This is an optimization exercise on Yosys and OpenROAD, whose aim is small area, a short achievable clock period and few clock cycles per item, not a production implementation. RTL that was checked went through simulation tests only; none was proved equivalent to the original. Only the layout flow was run in run 4; the RTL was not checked for function there. No activity file was given, so power comes from the tool's default toggle rates.

[design/flow/config.mk]
export PLATFORM = sky130hd
export DESIGN_NAME = axis_matvec_mul
export DESIGN_NICKNAME = axis_matvec_mul
export VERILOG_FILES = /design/flow/design.v
export SDC_FILE = /design/flow/constraint.sdc
export NUM_CORES = 4
export LEC_CHECK = 0
export CAP_MARGIN = 20
export CORE_MARGIN = 2
export CORE_UTILIZATION = 40
export SETUP_SLACK_MARGIN = 3.2
export SLEW_MARGIN = 20
export SYNTH_HIERARCHICAL = 1
export SYNTH_MINIMUM_KEEP_SIZE = 0
[design/flow/constraint.sdc]
create_clock -name core_clock -period 8.0 [get_ports {clk}]
set_input_delay 1.6000 -clock core_clock [delete_from_list [all_inputs] [get_ports {clk}]]
set_output_delay 1.6000 -clock core_clock [all_outputs]
set_load 0.01 [all_outputs]
[design/flow/design.v]
module fa (input logic a, b, c, output logic s, co);
    assign {co, s} = a + b + c;
endmodule
module matvec_row (
    input  logic [23:0] k,
    input  logic [31:0] x,
    output logic [15:0] q
);
    logic s97;
    logic c97;
    logic s98;
    logic c98;
    logic s99;
    logic c99;
    logic s102;
    logic c102;
    logic s103;
    logic c103;
    logic s104;
    logic c104;
    logic s105;
    logic c105;
    logic s106;
    logic c106;
    logic s107;
    logic c107;
    logic s108;
    logic c108;
    logic s109;
    logic c109;
    logic s110;
    logic c110;
    logic s112;
    logic c112;
    logic s113;
    logic c113;
    logic s114;
    logic c114;
    logic s115;
    logic c115;
    logic s116;
    logic c116;
    logic s117;
    logic c117;
    logic s118;
    logic c118;
    logic s119;
    logic c119;
    logic s120;
    logic c120;
    logic s121;
    logic c121;
    logic s122;
    logic c122;
    logic s123;
    logic c123;
    logic s124;
    logic c124;
    logic s125;
    logic c125;
    logic s126;
    logic c126;
    logic s127;
    logic c127;
    logic s129;
    logic c129;
    logic s130;
    logic c130;
    logic s131;
    logic c131;
    logic s132;
    logic c132;
    logic s133;
    logic c133;
    logic s134;
    logic c134;
    logic s135;
    logic c135;
    logic s136;
    logic c136;
    logic s137;
    logic c137;
    logic s138;
    logic c138;
    logic s139;
    logic c139;
    logic s140;
    logic c140;
    logic s141;
    logic c141;
    logic s142;
    logic c142;
    logic s143;
    logic c143;
    logic s144;
    logic c144;
    logic s145;
    logic c145;
    logic s146;
    logic c146;
    logic s147;
    logic c147;
    logic s150;
    logic c150;
    logic s151;
    logic c151;
    logic s152;
    logic c152;
    logic s153;
    logic c153;
    logic s154;
    logic c154;
    logic s155;
    logic c155;
    logic s156;
    logic c156;
    logic s157;
    logic c157;
    logic s158;
    logic c158;
    logic s159;
    logic c159;
    logic s160;
    logic c160;
    logic s161;
    logic c161;
    logic s162;
    logic c162;
    logic s163;
    logic c163;
    logic s164;
    logic c164;
    logic s165;
    logic c165;
    logic s166;
    logic c166;
    logic s168;
    logic c168;
    logic s169;
    logic c169;
    logic s170;
    logic c170;
    logic s171;
    logic c171;
    logic s172;
    logic c172;
    logic s173;
    logic c173;
    logic s174;
    logic c174;
    logic s175;
    logic c175;
    logic s176;
    logic c176;
    logic s177;
    logic c177;
    logic s178;
    logic c178;
    logic s182;
    logic c182;
    logic s183;
    logic c183;
    logic s184;
    logic c184;
    logic s185;
    logic c185;
    logic s189;
    logic c189;
    logic l0n;
    logic l1n;
    logic l2n;
    logic l3p;
    logic l4n;
    logic l5n;
    logic l6n;
    logic l7p;
    logic l8n;
    logic l9n;
    logic l10n;
    logic l11p;
    logic l12n;
    logic l13n;
    logic l14n;
    logic l15p;
    logic l16n;
    logic l17n;
    logic l18n;
    logic l19p;
    logic l20n;
    logic l21n;
    logic l22n;
    logic l23p;
    logic l24n;
    logic l25n;
    logic l26n;
    logic l27p;
    logic l28n;
    logic l29n;
    logic l30n;
    logic l31p;
    logic l32n;
    logic l33n;
    logic l34p;
    logic l35p;
    logic l36n;
    logic l37n;
    logic l38n;
    logic l39p;
    logic l40n;
    logic l41n;
    logic l42n;
    logic l43p;
    logic l44n;
    logic l45n;
    logic l46n;
    logic l47p;
    logic l48n;
    logic l49n;
    logic l50n;
    logic l51p;
    logic l52n;
    logic l53n;
    logic l54n;
    logic l55p;
    logic l56n;
    logic l57n;
    logic l58n;
    logic l59p;
    logic l60n;
    logic l61p;
    logic l62p;
    logic l63p;
    logic l64p;
    logic l65p;
    logic l66p;
    logic l67n;
    logic l68p;
    logic l69p;
    logic l70p;
    logic l71n;
    logic l72p;
    logic l73p;
    logic l74p;
    logic l75n;
    logic l76p;
    logic l77p;
    logic l78p;
    logic l79n;
    logic l80p;
    logic l81p;
    logic l82p;
    logic l83n;
    logic l84p;
    logic l85p;
    logic l86p;
    logic l87n;
    logic l88p;
    logic l89p;
    logic l90p;
    logic l91p;
    logic l92p;
    logic l93p;
    logic l94p;
    logic l95p;
    assign l95p = (k[23] & x[31]);
    assign l94p = ~(k[23] & x[30]);
    assign l93p = ~(k[23] & x[29]);
    assign l92p = ~(k[23] & x[28]);
    assign l91p = (k[20] & x[27]);
    assign l90p = ~(k[20] & x[26]);
    assign l89p = ~(k[20] & x[25]);
    assign l88p = ~(k[20] & x[24]);
    assign l87n = ~(k[17] & x[23]);
    assign l86p = ~(k[17] & x[22]);
    assign l85p = ~(k[17] & x[21]);
    assign l84p = ~(k[17] & x[20]);
    assign l83n = ~(k[14] & x[19]);
    assign l82p = ~(k[14] & x[18]);
    assign l81p = ~(k[14] & x[17]);
    assign l80p = ~(k[14] & x[16]);
    assign l79n = ~(k[11] & x[15]);
    assign l78p = ~(k[11] & x[14]);
    assign l77p = ~(k[11] & x[13]);
    assign l76p = ~(k[11] & x[12]);
    assign l75n = ~(k[8] & x[11]);
    assign l74p = ~(k[8] & x[10]);
    assign l73p = ~(k[8] & x[9]);
    assign l72p = ~(k[8] & x[8]);
    assign l71n = ~(k[5] & x[7]);
    assign l70p = ~(k[5] & x[6]);
    assign l69p = ~(k[5] & x[5]);
    assign l68p = ~(k[5] & x[4]);
    assign l67n = ~(k[2] & x[3]);
    assign l66p = ~(k[2] & x[2]);
    assign l65p = ~(k[2] & x[1]);
    assign l64p = ~(k[2] & x[0]);
    assign l63p = ~(k[22] & x[31]);
    assign l62p = (k[22] & x[30]);
    assign l61p = (k[22] & x[29]);
    assign l60n = ~(k[22] & x[28]);
    assign l59p = ~(k[19] & x[27]);
    assign l58n = ~(k[19] & x[26]);
    assign l57n = ~(k[19] & x[25]);
    assign l56n = ~(k[19] & x[24]);
    assign l55p = ~(k[16] & x[23]);
    assign l54n = ~(k[16] & x[22]);
    assign l53n = ~(k[16] & x[21]);
    assign l52n = ~(k[16] & x[20]);
    assign l51p = ~(k[13] & x[19]);
    assign l50n = ~(k[13] & x[18]);
    assign l49n = ~(k[13] & x[17]);
    assign l48n = ~(k[13] & x[16]);
    assign l47p = ~(k[10] & x[15]);
    assign l46n = ~(k[10] & x[14]);
    assign l45n = ~(k[10] & x[13]);
    assign l44n = ~(k[10] & x[12]);
    assign l43p = ~(k[7] & x[11]);
    assign l42n = ~(k[7] & x[10]);
    assign l41n = ~(k[7] & x[9]);
    assign l40n = ~(k[7] & x[8]);
    assign l39p = ~(k[4] & x[7]);
    assign l38n = ~(k[4] & x[6]);
    assign l37n = ~(k[4] & x[5]);
    assign l36n = ~(k[4] & x[4]);
    assign l35p = ~(k[1] & x[3]);
    assign l34p = (k[1] & x[2]);
    assign l33n = ~(k[1] & x[1]);
    assign l32n = ~(k[1] & x[0]);
    assign l31p = ~(k[21] & x[31]);
    assign l30n = ~(k[21] & x[30]);
    assign l29n = ~(k[21] & x[29]);
    assign l28n = ~(k[21] & x[28]);
    assign l27p = ~(k[18] & x[27]);
    assign l26n = ~(k[18] & x[26]);
    assign l25n = ~(k[18] & x[25]);
    assign l24n = ~(k[18] & x[24]);
    assign l23p = ~(k[15] & x[23]);
    assign l22n = ~(k[15] & x[22]);
    assign l21n = ~(k[15] & x[21]);
    assign l20n = ~(k[15] & x[20]);
    assign l19p = ~(k[12] & x[19]);
    assign l18n = ~(k[12] & x[18]);
    assign l17n = ~(k[12] & x[17]);
    assign l16n = ~(k[12] & x[16]);
    assign l15p = ~(k[9] & x[15]);
    assign l14n = ~(k[9] & x[14]);
    assign l13n = ~(k[9] & x[13]);
    assign l12n = ~(k[9] & x[12]);
    assign l11p = ~(k[6] & x[11]);
    assign l10n = ~(k[6] & x[10]);
    assign l9n = ~(k[6] & x[9]);
    assign l8n = ~(k[6] & x[8]);
    assign l7p = ~(k[3] & x[7]);
    assign l6n = ~(k[3] & x[6]);
    assign l5n = ~(k[3] & x[5]);
    assign l4n = ~(k[3] & x[4]);
    assign l3p = ~(k[0] & x[3]);
    assign l2n = ~(k[0] & x[2]);
    assign l1n = ~(k[0] & x[1]);
    assign l0n = ~(k[0] & x[0]);
    fa u_fa97 (.a(l0n), .b(l4n), .c(l8n), .s(s97), .co(c97));
    fa u_fa98 (.a(l12n), .b(l16n), .c(l20n), .s(s98), .co(c98));
    fa u_fa99 (.a(l24n), .b(l28n), .c(s97), .s(s99), .co(c99));
    fa u_fa102 (.a(l1n), .b(l5n), .c(l9n), .s(s102), .co(c102));
    fa u_fa103 (.a(l13n), .b(l17n), .c(l21n), .s(s103), .co(c103));
    fa u_fa104 (.a(l25n), .b(l29n), .c(l32n), .s(s104), .co(c104));
    fa u_fa105 (.a(l36n), .b(l40n), .c(l44n), .s(s105), .co(c105));
    fa u_fa106 (.a(l48n), .b(l52n), .c(l56n), .s(s106), .co(c106));
    fa u_fa107 (.a(l60n), .b(c97), .c(c98), .s(s107), .co(c107));
    fa u_fa108 (.a(s102), .b(s103), .c(s104), .s(s108), .co(c108));
    fa u_fa109 (.a(s105), .b(s106), .c(c99), .s(s109), .co(c109));
    fa u_fa110 (.a(s107), .b(s108), .c(s109), .s(s110), .co(c110));
    fa u_fa112 (.a(l2n), .b(l6n), .c(l10n), .s(s112), .co(c112));
    fa u_fa113 (.a(l14n), .b(l18n), .c(l22n), .s(s113), .co(c113));
    fa u_fa114 (.a(l26n), .b(l30n), .c(l33n), .s(s114), .co(c114));
    fa u_fa115 (.a(l37n), .b(l41n), .c(l45n), .s(s115), .co(c115));
    fa u_fa116 (.a(l49n), .b(l53n), .c(l57n), .s(s116), .co(c116));
    fa u_fa117 (.a(l61p), .b(l64p), .c(l68p), .s(s117), .co(c117));
    fa u_fa118 (.a(l72p), .b(l76p), .c(l80p), .s(s118), .co(c118));
    fa u_fa119 (.a(l84p), .b(l88p), .c(l92p), .s(s119), .co(c119));
    fa u_fa120 (.a(c102), .b(c103), .c(c104), .s(s120), .co(c120));
    fa u_fa121 (.a(c105), .b(c106), .c(s112), .s(s121), .co(c121));
    fa u_fa122 (.a(s113), .b(s114), .c(s115), .s(s122), .co(c122));
    fa u_fa123 (.a(~s116), .b(s117), .c(s118), .s(s123), .co(c123));
    fa u_fa124 (.a(s119), .b(~c107), .c(~c108), .s(s124), .co(c124));
    fa u_fa125 (.a(s120), .b(s121), .c(s122), .s(s125), .co(c125));
    fa u_fa126 (.a(s123), .b(~c109), .c(s124), .s(s126), .co(c126));
    fa u_fa127 (.a(~s125), .b(~c110), .c(s126), .s(s127), .co(c127));
    fa u_fa129 (.a(l3p), .b(l7p), .c(l11p), .s(s129), .co(c129));
    fa u_fa130 (.a(l15p), .b(l19p), .c(l23p), .s(s130), .co(c130));
    fa u_fa131 (.a(l27p), .b(l31p), .c(l34p), .s(s131), .co(c131));
    fa u_fa132 (.a(l38n), .b(l42n), .c(l46n), .s(s132), .co(c132));
    fa u_fa133 (.a(l50n), .b(l54n), .c(l58n), .s(s133), .co(c133));
    fa u_fa134 (.a(l62p), .b(l65p), .c(l69p), .s(s134), .co(c134));
    fa u_fa135 (.a(l73p), .b(l77p), .c(l81p), .s(s135), .co(c135));
    fa u_fa136 (.a(l85p), .b(l89p), .c(l93p), .s(s136), .co(c136));
    fa u_fa137 (.a(c112), .b(c113), .c(c114), .s(s137), .co(c137));
    fa u_fa138 (.a(~c115), .b(~c116), .c(c117), .s(s138), .co(c138));
    fa u_fa139 (.a(c118), .b(c119), .c(s129), .s(s139), .co(c139));
    fa u_fa140 (.a(s130), .b(s131), .c(~s132), .s(s140), .co(c140));
    fa u_fa141 (.a(~s133), .b(s134), .c(s135), .s(s141), .co(c141));
    fa u_fa142 (.a(s136), .b(~c120), .c(~c121), .s(s142), .co(c142));
    fa u_fa143 (.a(~c122), .b(c123), .c(~s137), .s(s143), .co(c143));
    fa u_fa144 (.a(s138), .b(s139), .c(s140), .s(s144), .co(c144));
    fa u_fa145 (.a(s141), .b(c124), .c(~c125), .s(s145), .co(c145));
    fa u_fa146 (.a(s142), .b(s143), .c(s144), .s(s146), .co(c146));
    fa u_fa147 (.a(c126), .b(s145), .c(s146), .s(s147), .co(c147));
    fa u_fa150 (.a(l35p), .b(l39p), .c(l43p), .s(s150), .co(c150));
    fa u_fa151 (.a(l47p), .b(l51p), .c(l55p), .s(s151), .co(c151));
    fa u_fa152 (.a(l59p), .b(l63p), .c(l66p), .s(s152), .co(c152));
    fa u_fa153 (.a(l70p), .b(l74p), .c(l78p), .s(s153), .co(c153));
    fa u_fa154 (.a(l82p), .b(l86p), .c(l90p), .s(s154), .co(c154));
    fa u_fa155 (.a(l94p), .b(c129), .c(c130), .s(s155), .co(c155));
    fa u_fa156 (.a(c131), .b(~c132), .c(~c133), .s(s156), .co(c156));
    fa u_fa157 (.a(c134), .b(c135), .c(c136), .s(s157), .co(c157));
    fa u_fa158 (.a(s150), .b(s151), .c(s152), .s(s158), .co(c158));
    fa u_fa159 (.a(s153), .b(s154), .c(~c137), .s(s159), .co(c159));
    fa u_fa160 (.a(c138), .b(c139), .c(c140), .s(s160), .co(c160));
    fa u_fa161 (.a(c141), .b(s155), .c(s156), .s(s161), .co(c161));
    fa u_fa162 (.a(s157), .b(s158), .c(c142), .s(s162), .co(c162));
    fa u_fa163 (.a(c143), .b(s159), .c(c144), .s(s163), .co(c163));
    fa u_fa164 (.a(s160), .b(s161), .c(c145), .s(s164), .co(c164));
    fa u_fa165 (.a(s162), .b(c146), .c(s163), .s(s165), .co(c165));
    fa u_fa166 (.a(s164), .b(c147), .c(s165), .s(s166), .co(c166));
    fa u_fa168 (.a(l67n), .b(l71n), .c(l75n), .s(s168), .co(c168));
    fa u_fa169 (.a(l79n), .b(l83n), .c(l87n), .s(s169), .co(c169));
    fa u_fa170 (.a(l91p), .b(l95p), .c(c150), .s(s170), .co(c170));
    fa u_fa171 (.a(c151), .b(c152), .c(c153), .s(s171), .co(c171));
    fa u_fa172 (.a(c154), .b(~s168), .c(~s169), .s(s172), .co(c172));
    fa u_fa173 (.a(c155), .b(c156), .c(c157), .s(s173), .co(c173));
    fa u_fa174 (.a(c158), .b(s170), .c(s171), .s(s174), .co(c174));
    fa u_fa175 (.a(s172), .b(c159), .c(c160), .s(s175), .co(c175));
    fa u_fa176 (.a(c161), .b(s173), .c(s174), .s(s176), .co(c176));
    fa u_fa177 (.a(c162), .b(c163), .c(s175), .s(s177), .co(c177));
    fa u_fa178 (.a(s176), .b(c164), .c(s177), .s(s178), .co(c178));
    fa u_fa182 (.a(~c168), .b(~c169), .c(c170), .s(s182), .co(c182));
    fa u_fa183 (.a(c171), .b(c172), .c(c173), .s(s183), .co(c183));
    fa u_fa184 (.a(c174), .b(s182), .c(c175), .s(s184), .co(c184));
    fa u_fa185 (.a(s183), .b(c176), .c(c177), .s(s185), .co(c185));
    fa u_fa189 (.a(c182), .b(c183), .c(c184), .s(s189), .co(c189));
    assign q = {c189, s189, c185, s185, c178, s184, c166, s178, c165, s166, s147, c127, s127, s110, s99, s98};
endmodule
module matvec_row_sum (
    input  logic [15:0] q,
    output logic [9:0]  y
);
    logic s193;
    logic c193;
    logic s194;
    logic c194;
    logic s195;
    logic c195;
    logic s196;
    logic c196;
    fa u_fa193 (.a(q[7]), .b(q[8]), .c(q[9]), .s(s193), .co(c193));
    fa u_fa194 (.a(q[10]), .b(q[11]), .c(q[12]), .s(s194), .co(c194));
    assign s195 = ~(c193 ^ s194);
    assign c195 = c193 | s194;
    fa u_fa196 (.a(q[13]), .b(q[14]), .c(c194), .s(s196), .co(c196));
    logic [9:0] ya, yb;
    assign ya = {1'b1, q[15], c195, s195, 1'b1, q[6], q[4], q[3], ~q[2], ~q[0]};
    assign yb = {1'b0, c196, s196, 1'b0, s193, 1'b0, q[5], 1'b0, 1'b0, ~q[1]};
    assign y = ya + yb;
endmodule
module matvec_mul #(
    parameter R=8, C=8, W_X=4, W_K=3,
    localparam NQ = 16
  )(
    input  logic [R*C*W_K-1:0] k,
    input  logic [C*W_X-1:0]   x,
    output logic [R*NQ-1:0]    q
  );
  genvar r;
  for (r = 0; r < R; r = r + 1) begin : g_row
    matvec_row u_row (.k(k[r*C*W_K +: C*W_K]), .x(x), .q(q[r*NQ +: NQ]));
  end
endmodule
module matvec_sum #(
    parameter R=8, C=8, W_X=4, W_K=3,
    localparam W_Y = W_X + W_K + $clog2(C),
    localparam NQ = 16
  )(
    input  logic [R*NQ-1:0]    q,
    output logic [R*W_Y-1:0]   y
  );
  genvar r;
  for (r = 0; r < R; r = r + 1) begin : g_row
    matvec_row_sum u_row (.q(q[r*NQ +: NQ]), .y(y[r*W_Y +: W_Y]));
  end
endmodule
module axis_matvec_mul #(
    parameter R=8, C=8, W_X=4, W_K=3,
    localparam W_Y = W_X + W_K + $clog2(C),
    localparam NQ = 16
)(
    input  logic clk, rstn,
    output logic s_axis_kx_tready,
    input  logic s_axis_kx_tvalid,
    input  logic [R*C*W_K + C*W_X -1:0] s_axis_kx_tdata,
    input  logic m_axis_y_tready,
    output logic m_axis_y_tvalid,
    output logic [R*W_Y-1:0] m_axis_y_tdata
);
    logic [R*NQ-1:0] q_d, q;
    matvec_mul #(
        .R(R), .C(C), .W_X(W_X), .W_K(W_K)
    ) MATVEC (
        .k(s_axis_kx_tdata[R*C*W_K-1:0]),
        .x(s_axis_kx_tdata[R*C*W_K +: C*W_X]),
        .q(q_d)
    );
    assign s_axis_kx_tready = !m_axis_y_tvalid || m_axis_y_tready;
    always_ff @(posedge clk or negedge rstn) begin
        if (!rstn)
            m_axis_y_tvalid <= 1'b0;
        else if (s_axis_kx_tready)
            m_axis_y_tvalid <= s_axis_kx_tvalid;
    end
    always_ff @(posedge clk) begin
        if (s_axis_kx_tready)
            q <= q_d;
    end
    matvec_sum #(
        .R(R), .C(C), .W_X(W_X), .W_K(W_K)
    ) SUM (
        .q(q),
        .y(m_axis_y_tdata)
    );
endmodule
[design/flow/flow/run.sh]
#!/bin/bash
# The standard layout, with these changes:
# - each port's buffer is first a sky130_fd_sc_hd__buf_8, so that global
#   placement adds no buffers behind it; after global placement
#   (flow/post_gpl2.tcl) the buffers of the X ports (s_axis_kx_tdata[223:192],
#   24 loads each) stay $X_PORT_BUFFER and all other port buffers become
#   sky130_fd_sc_hd__buf_1 (the standard flow picks a larger delay buffer);
# - timing repair is limited to resizing and pin swaps;
# - after the standard synthesis, the largest buffers are kept out of the
#   resizer's reach, and clock tree synthesis uses sky130_fd_sc_hd__clkbuf_8
#   and inserts no dummy loads.
# Each step's full output is in orfs/logs; make's own output is in synth.log
# and make.log.
set -euo pipefail
export BUFFER_PORTS_ARGS="-buffer_cell sky130_fd_sc_hd__buf_8"
export SETUP_MOVE_SEQUENCE="unbuffer,sizeup,swap"
export SKIP_GATE_CLONING=1
bash standard.sh synth > synth.log 2>&1
export DONT_USE_CELLS="sky130_fd_sc_hd__clkbuf_16 sky130_fd_sc_hd__buf_12 sky130_fd_sc_hd__buf_16 sky130_fd_sc_hd__bufinv_16"
export CTS_ARGS="-sink_clustering_enable -repair_clock_nets -buf_list sky130_fd_sc_hd__clkbuf_8 -dont_use_dummy_load"
export POST_GLOBAL_PLACE_TCL="$PWD/flow/post_gpl2.tcl"
export X_PORT_BUFFER="${X_PORT_BUFFER:-sky130_fd_sc_hd__buf_8}"
bash standard.sh finish > make.log 2>&1
[design/flow/flow/post_gpl2.tcl]
set xcell sky130_fd_sc_hd__buf_8
if { [info exists ::env(X_PORT_BUFFER)] } { set xcell $::env(X_PORT_BUFFER) }
set small sky130_fd_sc_hd__buf_1
set block [ord::get_db_block]
set nx 0
set ns 0
foreach bterm [$block getBTerms] {
  set name [$bterm getName]
  if { $name == "clk" } { continue }
  set isx [expr { [regexp {^s_axis_kx_tdata\[(\d+)\]$} $name -> idx] && $idx >= 192 }]
  set net [$bterm getNet]
  foreach iterm [$net getITerms] {
    set inst [$iterm getInst]
    set master [[$inst getMaster] getName]
    if { ![string match "*buf*" $master] } { continue }
    if { $isx } {
      if { $master != $xcell } { replace_cell [$inst getName] $xcell }
      incr nx
    } else {
      if { $master != $small } { replace_cell [$inst getName] $small }
      incr ns
    }
  }
}
puts "post_gpl: $nx X port buffers are $xcell, $ns other port buffers are $small"
[design/flow/standard.sh]
#!/bin/bash
# synth_recipe.tcl (not shown) runs the flow's synth.tcl, then flattens the netlist and writes it again
# the make line also repeats each setting of config.mk as NAME=value (left out here)
make -C /OpenROAD-flow-scripts/flow DESIGN_CONFIG=/design/flow/config.mk WORK_HOME=/design/flow/orfs CLKGATE_MAP_FILE= SYNTH_SCRIPT=/design/flow/synth_recipe.tcl "${@:-finish}"
==> results of run 1 <==
==> power by group through the flow <==
stage	clock (mW)	combinational, mW	sequential, mW
after detailed placement	0	6.93	1.65
after global placement	0	9.02	1.64
after global routing	0.479	7.83	1.67
after CTS	0.454	6.96	1.64
final	0.434	6.81	1.63
after floorplan	0	6.31	1.61
==> cell usage after synthesis (all sizes together) <==
library cell,n
a21oi,24
and2,40
and3,8
and4b,8
buf,128
dfrtp,1
edfxtp,128
fa,664
ha,48
inv,232
nand2,736
nand2b,2
nand3,8
nor2,32
nor2b,8
o21ai,24
xnor2,32
xor2,24
==> per-module statistics from Yosys (local to each module, per instance), a selection <==
| module | cell area, um^2 | flops+latches |
|---|---|---|
| axis_matvec_mul | 3891 | 129 |
| matvec_row_sum | 251.5 | 0 |
| matvec_row | 575.6 | 0 |
| fa | 20.02 | 0 |
==> cells by family after synthesis <==
group,count (synthesis)
flip-flops,129
AND/OR/NAND/NOR,842
AO/OA/AOI/OAI,48
XOR/XNOR,56
adder cells (fa/ha/maj),712
buffers and inverters,360
==> per-layer routing <==
metal  track usage  wire length [um]
met4       0.09757              2653
met5             0               110
met3       0.09645              9746
met2        0.4286             37390
met1        0.3359             27980
==> layout make-up <==
class / instances / area (um^2) / share of cell area
repair buffers: 311 / 1538 / 0.05977
flip-flops and latches: 129 / 3869 / 0.1504
diodes: 2 / 5.005 / 0.0001945
multi-input cells: 1658 / 18240 / 0.7091
well taps: 773 / 967.2 / 0.03759
inverters: 232 / 870.8 / 0.03385
clock buffers: 17 / 234.0 / 0.009094
==> worst paths after layout <==
| kind | startpoint | slack [ns] | depth (start not counted) | end |
|---|---|---|---|---|
| setup / recovery | q[90] | 3.38 | 8 | m_axis_y_tdata[58] |
| max in group asynchronous | rstn | 7.11 | 1 | m_axis_y_tvalid |
| setup reg to reg | m_axis_y_tvalid | 5.37 | 3 | q[29] |
| min in group core_clock | m_axis_y_tvalid | 0.94 | 1 | q[2] |
| hold / removal | rstn | 0.79 | 1 | m_axis_y_tvalid |
| hold reg to reg | m_axis_y_tvalid | 0.94 | 1 | q[2] |
==> cells in the final DEF (no fill, tap or decap), drive strengths merged <==
cell type	instances
a21oi	24
and2	40
and3	8
and4b	8
buf	310
clkbuf	18
dfrtp	1
diode	2
edfxtp	128
fa	664
ha	48
inv	232
nand2	736
nand2b	2
nand3	8
nor2	32
nor2b	8
o21ai	24
xnor2	32
xor2	24
==> state kept, by name, summed over array words and instances, names as in the netlist <==
signal	cells
m_axis_y_tvalid	1
q	128
==> per-stage QoR <==
step	utilization	cell area [um^2]	power [mW]	hold WS (ns)
6_report	0.4367	25730	8.874	0.7921
5_1_grt	0.4367	25720	9.980	0.7403
4_1_cts	0.4365	25720	9.052	0.7376
3_5_place_dp	0.4326	25480	8.582	0.9372
3_3_place_gp	0.4855	28600	10.66	0.9626
2_1_floorplan	-	23940	7.918	1.304
==> repair_timing <==
item                                    CTS  global route
hold buffers                              0             0
resized for setup                         0             4
endpoints found under the setup margin    0             2
buffers inserted                          0             0
==> flow_summary.ini, run 1 <==
[floorplanning]
die-area_mm2 = 0.06147
pin_count = 310
die_h_um = 247.9
initial_core_util = 0.4040
core_mm2 = 0.05891
die_x_um = 247.9
rows = 89

[routing]
vias = 16763
first_pass_iters = 5
drt-initial-drc-count = 1335
ant_nets = 0
vias_per_cell = 5.369
routed_wl_um = 77890
drcViolationCount = 0
wl_per_cell_um = 24.95

[synth]
synthAdderAreaFrac = 0.5837
synth.yosys.seq_area_share = 0.1625
synth_mux_area_frac = 0
synth_top_cell_by_area = fa_1
yosysTopAreaCellShare = 0.5585
syn_area_mm2 = 0.02380
synth_xor_area_frac = 0.02061
synth_compound_area_frac = 0.01388
yosys.area_share.simple = 0.1423
synth_top_family_by_area = adder cells
yosysWarnings = 7
synth_cell_types = 21
syn-num-nets = 3087
synth_area_leaders = fa_1, edfxtp_1, nand2_1, buf_4, inv_1
syn-mean-instance-area_um2 = 11.09
ys_ff_latch = 129
netlist_instances = 2147

[timing]
hold_viol = 0
layout_setup_ws_ns = 3.379
rsz0062_at_grt = false
slew_headroom = 0.4371
fin_crit_sh = 0.5776
setup_viol = 0
tightestPinTransition_ns = 0.8444
fmax_mhz = 216.4
fin_skew_ns = 0.01961
post-route-min-period_ns = 4.621
maxSlewViolCount = 0
finalSetupTns_ns = 0

[global_routing]
overflow = 0
antenna_found_initial = 11
grt_pass1_vias = 19004
grt_pass1_wl_um = 117000
grt_use_total = 0.2682
grt_max_degree = 64

[clock_tree]
cts_root_buffer = clkbuf_8
tritoncts = yes
clkTransAtPathRegs_ns = 0.07
numCtsBuffers = 17
insertion_delay_ns = 0.55
cts_sinks = 129
h-tree-depth = 4
cts_buffer_depth = 2

[setup_path]
worst-setup-path-type = flop to output port
critPathBufInv = 1
path_cells = fa_1, fa_1, ha_1, nor2b_1, nor2_1, a21oi_2, xor2_1, buf_2
critPathLaunchType = flop
end_kind = output port
worstPathArrival_ns = 3.02
cpPeakStageDelay_ns = 0.45
worstPathRequired_ns = 6.40
crit_family = adder cells
critPathMaxFanout = 2
worst_path_most_repeated_cell = fa_1
slowest_stage = fa_1

[final_layout]
final_net_count = 3289
fillers = 5621
fin_cells = 3122
area_delta_synth_final_pct = 8.096
drive_above_1_share = 0.06135

[power]
switching_share = 0.4898
seq_power_share = 0.184
p_int_mw = 4.528
peakVddDrop_mv = 0.4855
pwr_density_cell_mw_per_mm2 = 344.9
p_sw_mw = 4.347
clock_power_share = 0.049
pwr-share-comb = 0.767
p_leak_nw = 10.28

[placement]
place_inst = 3103
portBuffers = 309
hpwl_um = 58750
post-place-ws_ns = 2.825

[run_status]
status = finished clean

[min_path]
hp-class = primary input to async pin

[job]
max_cap_violations = 0
Testbench counts, summed over its fixed seeds: cycles 520, items 512.
==> run 2: changes to the inputs <==
--- a/design/flow/config.mk
+++ b/design/flow/config.mk
@@ -8,5 +8,6 @@
 export CAP_MARGIN = 20
 export CORE_MARGIN = 2
-export CORE_UTILIZATION = 40
+export CORE_UTILIZATION = 60
+export PLACE_DENSITY = 0.8
 export SETUP_SLACK_MARGIN = 3.2
 export SLEW_MARGIN = 20
==> run 2 against run 1 <==
Utilization up 22 points; clock power grew 3%; critical path depth unchanged; final cell count decreased by 8.0%; clock skew up 0.0042 ns; global-route usage is 9.7 points higher; die area decreased by 33%; routed wire length fell by 8.9%; first-iteration DRC count up 41%; critical endpoint is now q[54]; synthesized cell count unchanged; still clean on timing, DRC and antenna.
==> flow_summary.ini, run 2 <==
[clock_tree]
cts_root_buffer = clkbuf_8
cts_resized = 0
cts_buffer_depth = 2
insertion_delay_ns = 0.51
numCtsBuffers = 17
h-tree-depth = 4
cts_sinks = 129
holdBufCountCts = 0
clkTransAtPathRegs_ns = 0.07
postCtsSetupBuffers = 0
tritoncts = yes

[synth]
syn-num-nets = 3087
ys_ff_latch = 129
syn_area_mm2 = 0.02380
synth_edf_count = 128
yosysWarnings = 7
netlist_instances = 2147
synth_compound_area_frac = 0.01388
yosysTopAreaCellShare = 0.5585
synth_mux_area_frac = 0
syn-mean-instance-area_um2 = 11.09
synthAdderAreaFrac = 0.5837
yosys.area_share.simple = 0.1423
synth.most_common_cell = nand2_1
synth_area_leaders = fa_1, edfxtp_1, nand2_1, buf_4, inv_1
synth_top_family_by_area = adder cells
synth_xor_area_frac = 0.02061
synth_top_cell_by_area = fa_1
synth.yosys.seq_area_share = 0.1625
ys.flop_type = edfxtp_1
synth_cell_types = 21
synth_common_cells = nand2_1, fa_1, inv_1
async_flop_share = 0.007752

[floorplanning]
core_mm2 = 0.03892
die_x_um = 203.2
die_h_um = 203.2
die-area_mm2 = 0.04128
initial_core_util = 0.6116
pin_count = 310
rows = 72

[timing]
hold_viol = 0
fmax_mhz = 214.8
fin_skew_ns = 0.02381
rsz0062_at_grt = false
layout_setup_ws_ns = 3.346
maxSlewViolCount = 0
fin_crit_sh = 0.5818
finalSetupTns_ns = 0
post-route-min-period_ns = 4.654
hold_ws_ns = 0.8367
slew_headroom = 0.4955
tightestPinTransition_ns = 0.7568
setup_viol = 0

[global_routing]
overflow = 0
grt_pass1_wl_um = 108600
grt_use_total = 0.3647
grt_max_degree = 81
grt_pass1_vias = 19424
antenna_found_initial = 10

[final_layout]
area_delta_synth_final_pct = 6.876
fin_cells = 2873
largest_reg_flops = 128
postLayoutCoreUtil = 0.6536
fin_area_mm2 = 0.02544
final_common_cell = nand2_1
final_net_count = 3289
final_cell_mix = nand2_1, fa_1, buf_1
drive_above_1_share = 0.06008
largest_register = q
top_regs = q x128, m_axis_y_tvalid x1

[placement]
portBuffers = 309
post-place-ws_ns = 2.843
hpwl_um = 53570
place_inst = 2847
place_area_mm2 = 0.02516

[setup_path]
reg2reg_from = m_axis_y_tvalid
crit_start = s_axis_kx_tdata[90]
worst-setup-path-type = primary input to flop
critPathMaxFanout = 4
path_cells = buf_1, nand2_1, fa_1, fa_1, fa_1, fa_1, fa_1, fa_1
critPathLaunchType = primary input
cpPeakStageDelay_ns = 0.59
slowest_stage = fa_1
worstPathRequired_ns = 8.25
worst_path_most_repeated_cell = fa_1
rrSetupSlack_ns = 5.75
worstPathArrival_ns = 4.91
end_kind = flop

[min_path]
hp-class = primary input to async pin

[routing]
wl_per_cell_um = 24.69
ant_nets = 0
vias_per_cell = 5.981
first_pass_iters = 6
vias = 17184
routed_wl_um = 70930
drt-initial-drc-count = 1885
drcViolationCount = 0

[run_status]
status = finished clean

[power]
pwr_density_cell_mw_per_mm2 = 345.8
peakVddDrop_mv = 0.4377
p_leak_nw = 10.28
power_mw = 8.796

[job]
max_cap_violations = 0
[run 2: cell count changes in the layout (fill, tap and decap cells not counted)]
cell,change
buf_4,-1
a21oi_1,+1
clkbuf_2,-1
a21oi_2,-1
diode_2,+6
buf_2,-1
buf_16,+1
buf_1,+2
[run 2: path summary, 6_finish.rpt]
| path | end | cells after the start |
|---|---|---|
| worst max-delay path | q[54] | 8 |
| worst min-delay path | m_axis_y_tvalid | 1 |
| worst max register to register | q[75] | 3 |
| worst min register to register | m_axis_y_tvalid | 2 |
| max in group asynchronous | m_axis_y_tvalid | 1 |
| min in group core_clock | m_axis_y_tvalid | 2 |
[run 2: cells by family (layout without fill, tap and decap cells)]
kind of cell             after synthesis  in the layout
other                                  0              8
AO/OA/AOI/OAI                         48             48
flip-flops                           129            129
XOR/XNOR                              56             56
buffers and inverters                360            560
AND/OR/NAND/NOR                      842            842
adder cells (fa/ha/maj)              712            712
[run 2: worst max-delay path: cells and delay by family]
| kind | cells | cell delay (ns) |
|---|---|---|
| fa+ha+maj | 6 | 2.84 |
| simple gates | 1 | 0.14 |
| buf+inv | 1 | 0.30 |
[run 2: cell type report]
cell class	instances	area [um^2]
tap	518	648.1
antenna	8	20.02
clock buffer	17	234.0
timing repair buffer	311	1555
fill	3082	13480
multi-input combinational	1658	18240
sequential	129	3869
inverter	232	870.8
[run 2: report_power, final]
| group | switching (mW) | internal (mW) | total, mW | leakage (nW) |
|---|---|---|---|---|
| Clock | 0.261 | 0.186 | 0.447 | 0.122 |
| Combinational | 3.84 | 2.88 | 6.72 | 8.86 |
| Sequential | 0.180 | 1.45 | 1.63 | 1.30 |
| Total | 4.28 | 4.52 | 8.80 | 10.3 |
[run 2: modules after synthesis, one instance, submodules excluded, a selection]
module / copies in the design / cells
axis_matvec_mul: 1 / 131
matvec_row: 8 / 134
matvec_row_sum: 8 / 35
fa: 664 / 1
[run 2: layer usage]
| metal | share of wire | vias up | track usage |
|---|---|---|---|
| met4 | 0.055 | 4 | 0.1846 |
| met3 | 0.14 | 316 | 0.1056 |
| li1 | - | 6763 | - |
| met1 | 0.33 | 8703 | 0.4499 |
| met5 | 0.00038 | - | 0 |
| met2 | 0.48 | 1398 | 0.5928 |
==> run 3: changes to the inputs <==
--- a/design/flow/flow/run.sh
+++ b/design/flow/flow/run.sh
@@ -14,5 +14,5 @@
 set -euo pipefail
 export BUFFER_PORTS_ARGS="-buffer_cell sky130_fd_sc_hd__buf_8"
-export SETUP_MOVE_SEQUENCE="unbuffer,sizeup,swap"
+export SETUP_MOVE_SEQUENCE="unbuffer,sizeup,swap,buffer"
 export SKIP_GATE_CLONING=1
 bash standard.sh synth > synth.log 2>&1
--- a/design/flow/config.mk
+++ b/design/flow/config.mk
@@ -8,6 +8,5 @@
 export CAP_MARGIN = 20
 export CORE_MARGIN = 2
-export CORE_UTILIZATION = 60
-export PLACE_DENSITY = 0.8
+export CORE_UTILIZATION = 40
 export SETUP_SLACK_MARGIN = 3.2
 export SLEW_MARGIN = 20
==> run 3 against run 2 <==
Still clean; first-iteration DRC count is 29% lower; synthesized cell count did not move; design area is 1.1% higher; count of clock-buffer cells in the layout unchanged; global-route usage fell by 9.7 points; highest routed layer unchanged; via count down 2.4%; largest cell class unchanged; fmax is 0.73% higher; non-clock buffer count stayed put; combinational power rose by 1%.
==> flow_summary.ini, run 3 <==
[clock_tree]
insertion_delay_ns = 0.55
tritoncts = yes
numCtsBuffers = 17
postCtsSetupBuffers = 0
cts_buffer_depth = 2
cts_sinks = 129
h-tree-depth = 4
clkTransAtPathRegs_ns = 0.07
cts_root_buffer = clkbuf_8

[synth]
synth_edf_count = 128
synth.most_common_cell = nand2_1
async_flop_share = 0.007752
synth.yosys.seq_area_share = 0.1625
syn-mean-instance-area_um2 = 11.09
ys_ff_latch = 129
netlist_instances = 2147
synth_top_cell_by_area = fa_1
yosysTopAreaCellShare = 0.5585
synth_common_cells = nand2_1, fa_1, inv_1
syn_area_mm2 = 0.02380
synth_area_leaders = fa_1, edfxtp_1, nand2_1, buf_4, inv_1
ys.flop_type = edfxtp_1
yosysWarnings = 7
synth_cell_types = 21
syn-num-nets = 3087

[power]
p_int_mw = 4.528
pwr_density_cell_mw_per_mm2 = 344.9
switching_share = 0.4898
pwr-share-comb = 0.767
p_leak_nw = 10.28
p_sw_mw = 4.347
power_mw = 8.874
peakVddDrop_mv = 0.4855
seq_power_share = 0.184
clock_power_share = 0.049

[floorplanning]
die-area_mm2 = 0.06147
core_mm2 = 0.05891
die_x_um = 247.9
initial_core_util = 0.4040
die_h_um = 247.9
rows = 89
pin_count = 310

[placement]
post-place-ws_ns = 2.825
hpwl_um = 58750
portBuffers = 309

[timing]
maxSlewViolCount = 0
fin_crit_sh = 0.5776
rsz0062_at_grt = false
hold_viol = 0
finalSetupTns_ns = 0
setup_viol = 0
tightestPinTransition_ns = 0.8444
layout_setup_ws_ns = 3.379
fmax_mhz = 216.4
fin_skew_ns = 0.01961
post-route-min-period_ns = 4.621
slew_headroom = 0.4371

[setup_path]
reg2reg_depth = 3
worst_path_most_repeated_cell = fa_1
path_cells = fa_1, fa_1, ha_1, nor2b_1, nor2_1, a21oi_2, xor2_1, buf_2
r2r-end = q[29]
worst-setup-path-type = flop to output port
worstPathArrival_ns = 3.02
rrSetupSlack_ns = 5.37
critPathMaxFanout = 2
crit_start = q[90]
slowest_stage = fa_1
end_kind = output port
worstPathRequired_ns = 6.40
reg2reg_from = m_axis_y_tvalid
cpPeakStageDelay_ns = 0.45
critPathLaunchType = flop
crit_end = m_axis_y_tdata[58]

[final_layout]
fillers = 5621
top_regs = q x128, m_axis_y_tvalid x1
largest_register = q
final_net_count = 3289
largest_reg_flops = 128
area_delta_synth_final_pct = 8.096
final_common_cell = nand2_1
drive_above_1_share = 0.06135
final_cell_mix = nand2_1, fa_1, buf_1

[routing]
vias_per_cell = 5.369
drt-initial-drc-count = 1335
wl_per_cell_um = 24.95
routed_wl_um = 77890
ant_nets = 0
vias = 16763
drcViolationCount = 0
first_pass_iters = 5

[job]
max_cap_violations = 0

[global_routing]
grt_max_degree = 64
grt_pass1_wl_um = 117000
overflow = 0
antenna_found_initial = 11
grt_use_total = 0.2682
grt_pass1_vias = 19004

[min_path]
hp-class = primary input to async pin

[run_status]
status = finished clean
==> run 3: changes by cell type in the layout (fill, tap and decap cells not counted) <==
cell	before	now
a21oi_2	8	9
buf_4	1	2
buf_1	277	275
a21oi_1	16	15
buf_2	0	1
buf_16	1	0
clkbuf_2	0	1
diode_2	8	2
==> run 3: power by group through the flow <==
stage,Clock (mW),Combinational [mW],Sequential [mW]
final,0.434,6.81,1.63
after global routing,0.479,7.83,1.67
after CTS,0.454,6.96,1.64
after detailed placement,0,6.93,1.65
after global placement,0,9.02,1.64
after floorplan,0,6.31,1.61
==> run 3: modules after synthesis, one instance, submodules excluded, excerpt <==
module	cell area [um^2]	copies in the design	flip-flops and latches	cells
axis_matvec_mul	3891	1	129	131
matvec_row	575.6	8	0	134
fa	20.02	664	0	1
matvec_row_sum	251.5	8	0	35
==> run 3: cell families (layout without fill, tap and decap cells) <==
group	after synthesis	in the layout	synth area share
adders and majority gates	712	712	0.5837
DFF	129	129	0.1625
other	0	2	0
xor gates and xnor gates	56	56	0.02061
buffers and inverters	360	560	0.07696
AOI/OAI and AO/OA	48	48	0.01388
and+or+nand+nor	842	842	0.1423
==> run 3: final cells by class <==
cell class	count	area [um^2]	area share
inverters	232	870.8	0.03385
multi-input cells	1658	18240	0.7091
clock buffers	17	234.0	0.009094
flip-flops and latches	129	3869	0.1504
well taps	773	967.2	0.03759
repair buffers	311	1538	0.05977
diodes	2	5.005	0.0001945
==> run 3: critical path, delay by kind of cell, from the launching register on <==
| kind | cells | cell delay, ns |
|---|---|---|
| AO/OA/AOI/OAI | 1 | 0.11 |
| XOR/XNOR | 1 | 0.30 |
| adder cells (fa/ha/maj) | 3 | 1.22 |
| buffers and inverters | 1 | 0.20 |
| flip-flops | 1 | 0.41 |
| AND/OR/NAND/NOR | 2 | 0.23 |
==> run 3: worst min path at each step <==
stage | startpoint | end | slack, ns | depth (start not counted)
after floorplan | rstn | m_axis_y_tvalid | 1.30 | 0
after global placement | m_axis_y_tvalid | q[2] | 0.96 | 1
after detailed placement | m_axis_y_tvalid | q[2] | 0.94 | 1
after CTS | rstn | m_axis_y_tvalid | 0.74 | 1
after global routing | rstn | m_axis_y_tvalid | 0.74 | 1
final | rstn | m_axis_y_tvalid | 0.79 | 1
==> run 3: metal layers <==
layer	vias up	global-route usage	wire length, um	share of wire
met5	-	0	110	0.0014
met3	187	0.09645	9746	0.13
met2	1067	0.4286	37390	0.48
met4	18	0.09757	2653	0.034
li1	6750	-	-	-
met1	8741	0.3359	27980	0.36
==> run 3: repair_timing <==
| action | CTS | global route |
|---|---|---|
| hold buffers | 0 | 0 |
| endpoints found under the setup margin | 0 | 2 |
| resized for setup | 0 | 4 |
| hold endpoints to repair | 0 | 0 |
==> run 3: metrics by stage <==
step | utilization | area (um^2) | hold slack [ns] | cells
finish | 0.4367 | 25730 | 0.7921 | 3122
detailed placement | 0.4326 | 25480 | 0.9372 | 3103
CTS | 0.4365 | 25720 | 0.7376 | 3120
floorplan | - | 23940 | 1.304 | 2147
global route | 0.4367 | 25720 | 0.7403 | 3120
global placement | 0.4855 | 28600 | 0.9626 | 3103
==> run 4: changes to the inputs <==
--- a/design/flow/design.v
+++ b/design/flow/design.v
@@ -5,5 +5,5 @@
     input  logic [23:0] k,
     input  logic [31:0] x,
-    output logic [15:0] q
+    output logic [14:0] q
 );
     logic s97;
@@ -165,6 +165,8 @@
     logic s185;
     logic c185;
-    logic s189;
-    logic c189;
+    logic s186;
+    logic c186;
+    logic s188;
+    logic c188;
     logic l0n;
     logic l1n;
@@ -438,9 +440,10 @@
     fa u_fa184 (.a(c174), .b(s182), .c(c175), .s(s184), .co(c184));
     fa u_fa185 (.a(s183), .b(c176), .c(c177), .s(s185), .co(c185));
-    fa u_fa189 (.a(c182), .b(c183), .c(c184), .s(s189), .co(c189));
-    assign q = {c189, s189, c185, s185, c178, s184, c166, s178, c165, s166, s147, c127, s127, s110, s99, s98};
+    fa u_fa186 (.a(s184), .b(c178), .c(s185), .s(s186), .co(c186));
+    fa u_fa188 (.a(c182), .b(c183), .c(c184), .s(s188), .co(c188));
+    assign q = {c188, c186, s188, c185, s186, c166, s178, c165, s166, s147, c127, s127, s110, s99, s98};
 endmodule
 module matvec_row_sum (
-    input  logic [15:0] q,
+    input  logic [14:0] q,
     output logic [9:0]  y
 );
@@ -451,19 +454,16 @@
     logic s195;
     logic c195;
-    logic s196;
-    logic c196;
     fa u_fa193 (.a(q[7]), .b(q[8]), .c(q[9]), .s(s193), .co(c193));
-    fa u_fa194 (.a(q[10]), .b(q[11]), .c(q[12]), .s(s194), .co(c194));
-    assign s195 = ~(c193 ^ s194);
-    assign c195 = c193 | s194;
-    fa u_fa196 (.a(q[13]), .b(q[14]), .c(c194), .s(s196), .co(c196));
+    assign s194 = ~(q[10] ^ c193);
+    assign c194 = q[10] | c193;
+    fa u_fa195 (.a(q[11]), .b(q[12]), .c(q[13]), .s(s195), .co(c195));
     logic [9:0] ya, yb;
-    assign ya = {1'b1, q[15], c195, s195, 1'b1, q[6], q[4], q[3], ~q[2], ~q[0]};
-    assign yb = {1'b0, c196, s196, 1'b0, s193, 1'b0, q[5], 1'b0, 1'b0, ~q[1]};
+    assign ya = {1'b1, q[14], c194, s194, 1'b1, q[6], q[4], q[3], ~q[2], ~q[0]};
+    assign yb = {1'b0, c195, s195, 1'b0, s193, 1'b0, q[5], 1'b0, 1'b0, ~q[1]};
     assign y = ya + yb;
 endmodule
 module matvec_mul #(
     parameter R=8, C=8, W_X=4, W_K=3,
-    localparam NQ = 16
+    localparam NQ = 15
   )(
     input  logic [R*C*W_K-1:0] k,
@@ -479,5 +479,5 @@
     parameter R=8, C=8, W_X=4, W_K=3,
     localparam W_Y = W_X + W_K + $clog2(C),
-    localparam NQ = 16
+    localparam NQ = 15
   )(
     input  logic [R*NQ-1:0]    q,
@@ -492,5 +492,5 @@
     parameter R=8, C=8, W_X=4, W_K=3,
     localparam W_Y = W_X + W_K + $clog2(C),
-    localparam NQ = 16
+    localparam NQ = 15
 )(
     input  logic clk, rstn,
--- a/design/flow/flow/run.sh
+++ b/design/flow/flow/run.sh
@@ -14,5 +14,5 @@
 set -euo pipefail
 export BUFFER_PORTS_ARGS="-buffer_cell sky130_fd_sc_hd__buf_8"
-export SETUP_MOVE_SEQUENCE="unbuffer,sizeup,swap,buffer"
+export SETUP_MOVE_SEQUENCE="unbuffer,sizeup,swap"
 export SKIP_GATE_CLONING=1
 bash standard.sh synth > synth.log 2>&1
==> run 4 against run 3 <==
Still clean on timing, DRC and antenna; hold slack better by 0.0054 ns; via count is 0.46% lower; global-route usage is 0.12 points higher; clock power is 2% higher; utilization is 0.97 points higher; first-iteration DRC count is 0.60% higher; final cell count is 0.19% lower; design area is 0.51% higher; largest power group unchanged; highest routed layer unchanged.
==> flow_summary.ini, run 4 <==
[synth]
synth.yosys.seq_area_share = 0.1544
syn_area_mm2 = 0.02350
yosysTopAreaCellShare = 0.5656
ys_ff_latch = 121
synth.most_common_cell = nand2_1
synth_area_leaders = fa_1, edfxtp_1, nand2_1, buf_4, inv_1
synth_edf_count = 120
synth_top_cell_by_area = fa_1
ys.flop_type = edfxtp_1
syn-num-nets = 3071
synth_common_cells = nand2_1, fa_1, inv_1
syn-mean-instance-area_um2 = 11.03
yosysWarnings = 7
synth_cell_types = 21
async_flop_share = 0.008264
netlist_instances = 2131

[timing]
fmax_mhz = 209.0
fin_crit_sh = 0.5981
hold_viol = 0
fin_skew_ns = 0.02881
setup_viol = 0
slew_headroom = 0.5104
finalSetupTns_ns = 0
tightestPinTransition_ns = 0.7344
maxSlewViolCount = 0
rsz0062_at_grt = true
layout_setup_ws_ns = 3.215
post-route-min-period_ns = 4.785

[setup_path]
worstPathArrival_ns = 5.07
end_kind = flop
cpPeakStageDelay_ns = 0.53
crit_family = adder cells
worst-setup-path-type = primary input to flop
worst_path_most_repeated_cell = fa_2
critPathBufInv = 1
path_cells = buf_8, nand2_1, fa_1, fa_2, fa_2, fa_1, fa_2, fa_2, fa_1
slowest_stage = fa_1
crit_start = s_axis_kx_tdata[200]
critPathLaunchType = primary input
reg2reg_from = m_axis_y_tvalid
critPathMaxFanout = 24
worstPathRequired_ns = 8.29

[floorplanning]
die_h_um = 246.4
die_x_um = 246.4
initial_core_util = 0.4058
pin_count = 310
die-area_mm2 = 0.06071
rows = 88
core_mm2 = 0.05792

[clock_tree]
holdBufCountCts = 0
cts_root_buffer = clkbuf_8
insertion_delay_ns = 0.55
cts_sinks = 121
clkTransAtPathRegs_ns = 0.08
h-tree-depth = 4
tritoncts = yes
cts_buffer_depth = 2
numCtsBuffers = 17

[placement]
hpwl_um = 58890
portBuffers = 309
post-place-ws_ns = 2.552

[global_routing]
grt_pass1_vias = 18947
overflow = 0
antenna_found_initial = 15
grt_pass1_wl_um = 116100
grt_max_degree = 52
grt_use_total = 0.2693

[power]
peakVddDrop_mv = 0.4143
power_mw = 8.421
p_leak_nw = 10.31
pwr-share-comb = 0.761
seq_power_share = 0.187
clock_power_share = 0.053
p_int_mw = 4.407
p_sw_mw = 4.014
switching_share = 0.4767
pwr_density_cell_mw_per_mm2 = 325.7

[routing]
routed_wl_um = 78080
vias = 16686
wl_per_cell_um = 25.06
first_pass_iters = 6
drt-initial-drc-count = 1343
ant_nets = 0
vias_per_cell = 5.355
drcViolationCount = 0

[final_layout]
final_net_count = 3281
largest_reg_flops = 120
top_regs = q x120, m_axis_y_tvalid x1
largest_register = q
drive_above_1_share = 0.1073
area_delta_synth_final_pct = 10.03
final_common_cell = nand2_1
final_cell_mix = nand2_1, fa_1, buf_1
fillers = 5541

[min_path]
hp-class = primary input to async pin

[run_status]
status = finished clean

[job]
max_cap_violations = 0
==> run 4: cell count changes in the layout (fill, tap and decap cells not counted), sizes merged <==
cell | before | now
buf | 310 | 273
clkbuf | 18 | 55
diode | 2 | 12
edfxtp | 128 | 120
==> run 4: per-module statistics from Yosys, one instance, submodules excluded, a selection <==
module | cells | flip-flops and latches | cell area (um^2)
axis_matvec_mul | 123 | 121 | 3651
matvec_row | 133 | 0 | 568.0
matvec_row_sum | 35 | 0 | 251.5
fa | 1 | 0 | 20.02
==> run 4: layout make-up <==
cell class,instances,area [um^2],share of cell area
diodes,12,30.03,0.001161
clock buffers,17,234.0,0.009049
inverters,232,870.8,0.03368
multi-input cells,1658,18420,0.7123
flip-flops and latches,121,3628,0.1403
well taps,765,957.2,0.03702
repair buffers,311,1719,0.06649
==> run 4: per-layer routing <==
metal  vias up  share of wire  wire length (um)  track usage
met3       157           0.13             10310       0.1029
met4        12          0.025              1983      0.08451
met5         -        0.00091                71            0
li1       6735              -                 -            -
met2      1086           0.48             37640       0.4361
met1      8696           0.36             28070       0.3335
==> run 4: kinds of logic (layout without fill, tap and decap cells) <==
logic type	count (synthesis)	in the layout	synth area share
XOR/XNOR	56	56	0.02087
adder cells (fa/ha/maj)	712	712	0.5912
AO/OA/AOI/OAI	48	48	0.01406
flip-flops	121	121	0.1544
other	0	12	0
AND/OR/NAND/NOR	842	842	0.1441
buffers and inverters	352	560	0.07539
==> run 4: metrics by stage <==
| stage | cell area (um^2) | utilization | hold slack (ns) | std cells |
|---|---|---|---|---|
| final | 25860 | 0.4465 | 0.7975 | 3116 |
| after floorplan | 23800 | - | 1.304 | 2131 |
| after detailed placement | 25390 | 0.4384 | 0.9510 | 3087 |
| after global routing | 25830 | 0.4460 | 0.7564 | 3105 |
| after CTS | 25630 | 0.4426 | 0.7357 | 3104 |
| after global placement | 28510 | 0.4923 | 0.9789 | 3087 |
==> run 4: power by group through the flow <==
stage                     Sequential (mW)  Clock, mW  Combinational [mW]
after floorplan                      1.56          0                6.26
after global placement               1.58          0                8.26
after detailed placement             1.59          0                6.56
after CTS                            1.58      0.467                6.58
after global routing                 1.61      0.481                7.39
final                                1.57      0.442                6.41
==> run 4: worst paths after layout <==
kind / endpoint / slack (ns) / cells after the start
max reg2reg: q[32] / 5.52 / 3
min in group core_clock: q[57] / 0.95 / 1
max: q[40] / 3.21 / 9
min reg2reg: q[57] / 0.95 / 1
min: m_axis_y_tvalid / 0.80 / 1
max in group asynchronous: m_axis_y_tvalid / 7.10 / 1
==> run 4: worst register-to-register path, delay by kind of cell, from the launching register on <==
family,cells,cell delay (ns)
AND/OR/NAND/NOR,1,0.37
buffers and inverters,2,1.26
flip-flops,1,0.41
==> run 4: repair_timing <==
action,in CTS,in global routing
pin swaps,0,1
gates cloned,0,0
buffers inserted,0,0
endpoints found under the setup margin,1,14
gates resized for setup,2,69

==> separate check: timing with driven ports <==
How much do the figures lean on ideal ports? The routed layouts below were timed once more, with nothing changed but the port constraints.
Step 1 (the two cells are an assumption about what drives the block):
set clk [get_ports {clk}]
set_driving_cell -lib_cell sky130_fd_sc_hd__clkbuf_16 $clk
set_driving_cell -lib_cell sky130_fd_sc_hd__buf_2 [delete_from_list [all_inputs] $clk]
Step 2 moves the port delays by t, midway between the first and last clock arrival at a register: inputs arrive t later, outputs are due t later. That takes back most of the time a late clock gives input paths.
Slacks: ideal ports / drivers / drivers and shift; pairs: ideal ports / drivers.
run | t, ns | slack for setup (ns) | clock arrival spread, ns
run 1 | 0.601 | 3.379 / 3.322 / 2.788 | 0.023 / 0.022
run 2 | 0.552 | 3.346 / 3.351 / 2.799 | 0.029 / 0.030
run 3 | 0.601 | 3.379 / 3.322 / 2.788 | 0.023 / 0.022
run 4 | 0.595 | 3.215 / 3.216 / 2.622 | 0.029 / 0.029
After both steps every run listed still meets setup and hold. The setup slack of run 4, which loses most, moves by +0.001 ns with the drivers and by -0.593 ns with both steps.
